Source: an optimization exercise on an open RTL-to-GDS flow (aim: small area, a short achievable clock period and few clock cycles). Production flows keep margins and buffers that such runs may drop. Function was checked by simulation only, so behaviour that the tests miss may differ from the original.

==> flow/design.v (excerpt) <==
module sha_top
(
  input                 clk,
  input                 rst,
  input  logic [32-1:0] stop_sig,
  input  logic [8-1:0]  datain,
  output logic [32-1:0] st_tra,
  output logic          FINISH_FLAG,
  output logic [255:0]  hash
);
Settings: LEC_CHECK=0, CAP_MARGIN=20, CORE_MARGIN=2, CORE_UTILIZATION=45, CTS_CLUSTER_DIAMETER=100, CTS_CLUSTER_SIZE=20, PLACE_DENSITY=0.6, SLEW_MARGIN=20, SYNTH_HIERARCHICAL=1, SYNTH_MINIMUM_KEEP_SIZE=0; clock period 13.0 ns.
standard.sh (not shown) runs the stock make flow with config.mk's settings and CLKGATE_MAP_FILE= SYNTH_SCRIPT=/design/flow/synth_recipe.tcl, a recipe that flattens the netlist after the stock synthesis.
==> flow/flow/run.sh <==
#!/bin/bash
# Standard ORFS layout, with timing repair aimed at a setup slack margin of 9 ns
# (the clock period and constraints are unchanged) and plain buf_2 cells as the
# port buffers.
set -euo pipefail
bash standard.sh SETUP_SLACK_MARGIN=9 "BUFFER_PORTS_ARGS=-buffer_cell sky130_fd_sc_hd__buf_2" finish > standard_flow.log 2>&1
Testbench counts at the start, summed over its fixed seeds: cycles 64,800.
Change:
==> flow/flow/run.sh (replaced) <==
#!/bin/bash
# Standard ORFS layout, with timing repair aimed at a setup slack margin of 8.8 ns
# (the clock period and constraints are unchanged) and plain buf_2 cells as the
# port buffers.
set -euo pipefail
bash standard.sh SETUP_SLACK_MARGIN=8.8 "BUFFER_PORTS_ARGS=-buffer_cell sky130_fd_sc_hd__buf_2" finish > standard_flow.log 2>&1
Settings changed: CTS_CLUSTER_SIZE 20 to 25.
Hold slack is worse by 0.015 ns.
Die area is unchanged.
Clock-buffer cell count fell by 16.
Routed wire length is lower by 1.6%.


Setup of north:
Another version of the RTL of sha_top (not shown whole).
For scale: roughly 4800 cells after synthesis, roughly 1200 flip-flops, about 330 I/O pins, about 60000 µm² of cells after synthesis.
Design sha_top, start of the top module:
module sha_top
(
  input                 clk,
  input                 rst,
  input  logic [32-1:0] stop_sig,
  input  logic [8-1:0]  datain,
  output logic [32-1:0] st_tra,
  output logic          FINISH_FLAG,
  output logic [255:0]  hash
);
export LEC_CHECK = 0
export CAP_MARGIN = 20
export CORE_MARGIN = 2
export CORE_UTILIZATION = 60
export PLACE_DENSITY = 0.75
export SLEW_MARGIN = 20
create_clock -name core_clock -period 13.0 [get_ports {clk}]
==> flow/flow/run.sh <==
#!/bin/bash
# Standard ORFS layout, with timing repair aimed at a setup slack margin of 8.5 ns
# (the clock period and constraints are unchanged).
set -euo pipefail
bash standard.sh SETUP_SLACK_MARGIN=8.5 finish > standard_flow.log 2>&1
Testbench counts of north, summed over its fixed seeds: cycles 63,502.
Relative to north, the following input files were edited for south:
# north
export LEC_CHECK = 0
export CAP_MARGIN = 20
export CORE_MARGIN = 2
export CORE_UTILIZATION = 60
export PLACE_DENSITY = 0.75
export SLEW_MARGIN = 20
create_clock -name core_clock -period 13.0 [get_ports {clk}]
# south
export LEC_CHECK = 0
export CAP_MARGIN = 20
export CORE_MARGIN = 2
export CORE_UTILIZATION = 45
export PLACE_DENSITY = 0.6
export SLEW_MARGIN = 20
create_clock -name core_clock -period 13.0 [get_ports {clk}]
==> flow/flow/run.sh <==
#!/bin/bash
# Standard ORFS layout, with timing repair aimed at a setup slack margin of 9 ns
# (the clock period and constraints are unchanged).
set -euo pipefail
bash standard.sh SETUP_SLACK_MARGIN=9 finish > standard_flow.log 2>&1
Notes after the runs:
The final layout from south, which completed every stage, passed the timing, DRC and antenna checks at the end of the flow.
south against north: number of instances in the synthesized netlist neither gained nor lost much, number of buffers and inverters on the critical path rose by 4.
Of the two candidates, north has the better global-route wire length before repair and south the worse one.
Compared with north, placement density in the core of south is lower.
Post-route minimum period: lower on south
As far as number of antenna diodes is concerned, south and north perform about the same.
Re share of the final layout cell area in sequential cells: south is 0.90 points down on north.
Changes observed in south relative to north: full die area +33%, largest net degree at the start of global routing +41.
Here is what was changed in the inputs of east compared with south.
==> flow/flow/run.sh <==
#!/bin/bash
# Standard ORFS layout, with timing repair aimed at a setup slack margin of 8.5 ns
# (the clock period and constraints are unchanged).
set -euo pipefail
bash standard.sh SETUP_SLACK_MARGIN=8.5 finish > standard_flow.log 2>&1
### Flow results
east went all the way through the flow, and no timing, DRC or antenna check failed. The final setup violation count was comparable across south and east. In the metrics for south and east, the one carrying the lower met2 wire length is east. east vs. south: met2 demand-to-capacity share in global routing decreased by 0.64 points relative to the old numbers, share of the final layout cell area in sequential cells increased by 0.33 points relative to the old numbers. Compared with south, in east wire length decreased by about 1.2% relative to the old numbers, final count of pins violating max slew level. Against south, final instance area in east fell slightly. For per-cell via count in the routed design, east and south come out practically identical. Compared with south, east instantiates a smaller number of standard cells. Clock distribution area overhead in the final layout: east vs south — no meaningful difference.


RTL: one of the versions met above, not the one the previous note started from.
For scale: ~4800 cells after synthesis, roughly 330 I/O pins.
clock: 13.0 ns
lec_check: 0
cap_margin: 20
core_margin: 2
core_utilization: 55
cts_cluster_diameter: 100
cts_cluster_size: 20
place_density: 0.7
slew_margin: 20
synth_hierarchical: 1
synth_minimum_keep_size: 0
==> flow/flow/run.sh <==
#!/bin/bash
# Standard ORFS layout, with timing repair aimed at a setup slack margin of 8.8 ns
# (the clock period and constraints are unchanged) and plain buf_2 cells as the
# port buffers.
set -euo pipefail
bash standard.sh SETUP_SLACK_MARGIN=8.8 "BUFFER_PORTS_ARGS=-buffer_cell sky130_fd_sc_hd__buf_2" finish > standard_flow.log 2>&1
Testbench counts at the start, summed over its fixed seeds: cycles 64,800.
Then changed:
--- a/flow/config.mk
+++ b/flow/config.mk
@@ -8,8 +8,8 @@
 export CAP_MARGIN = 20
 export CORE_MARGIN = 2
-export CORE_UTILIZATION = 55
+export CORE_UTILIZATION = 45
 export CTS_CLUSTER_DIAMETER = 100
 export CTS_CLUSTER_SIZE = 20
-export PLACE_DENSITY = 0.7
+export PLACE_DENSITY = 0.6
 export SLEW_MARGIN = 20
 export SYNTH_HIERARCHICAL = 1
Result: Die area is higher by 22%. Routed wire length goes up by 3.8%. Synthesized cell count is unchanged. Worst setup slack barely changes. Utilization goes down by 10 points.
Then changed:
==> flow/flow/run.sh (replaced) <==
#!/bin/bash
# Standard ORFS layout, with timing repair aimed at a setup slack margin of 9 ns
# (the clock period and constraints are unchanged) and plain buf_2 cells as the
# port buffers.
set -euo pipefail
bash standard.sh SETUP_SLACK_MARGIN=9 "BUFFER_PORTS_ARGS=-buffer_cell sky130_fd_sc_hd__buf_2" finish > standard_flow.log 2>&1
--- a/flow/config.mk
+++ b/flow/config.mk
@@ -8,8 +8,8 @@
 export CAP_MARGIN = 20
 export CORE_MARGIN = 2
-export CORE_UTILIZATION = 45
+export CORE_UTILIZATION = 50
 export CTS_CLUSTER_DIAMETER = 100
 export CTS_CLUSTER_SIZE = 20
-export PLACE_DENSITY = 0.6
+export PLACE_DENSITY = 0.65
 export SLEW_MARGIN = 20
 export SYNTH_HIERARCHICAL = 1
Effect: The changed run went through all stages and came out clean. Final cell count is lower by about 2.3%. Hold slack gets worse by 5.5 ps. Setup slack gets better by 170 ps. Global-route usage is higher by 2.3 points.

[port drivers added, routing unchanged]
In the flow no input, the clock included, has a driving cell. The finished layouts below were timed again as built, in two steps.
Step 1 (the two cells are an assumption about what drives the block):
set clk [get_ports {clk}]
set_driving_cell -lib_cell sky130_fd_sc_hd__clkbuf_16 $clk
set_driving_cell -lib_cell sky130_fd_sc_hd__buf_2 [delete_from_list [all_inputs] $clk]
Step 2 also shifts input and output timing later by t, the mid clock arrival at the registers, as if the neighbouring blocks saw the same clock.
Slacks: ideal / step 1 / step 2; pairs: ideal / step 1.
run | t, ns | setup WS [ns] | worst setup path at the end
the first run of note 1 | 0.768 | 8.874 / 8.874 / 8.874 | register to register
the second run of note 1 | 0.780 | 8.864 / 8.803 / 8.864 | register to register
north | 0.817 | 8.053 / 8.053 / 8.053 | register to register
south | 0.851 | 8.123 / 8.123 / 8.123 | register to register
east | 0.847 | 8.138 / 8.138 / 8.138 | register to register
the first run of note 3 | 0.735 | 8.852 / 8.835 / 8.852 | register to register
the second run of note 3 | 0.776 | 8.851 / 8.790 / 8.851 | register to register
the third run of note 3 | 0.744 | 9.017 / 8.965 / 9.017 | register to register
After both steps setup and hold are still met in every run listed.
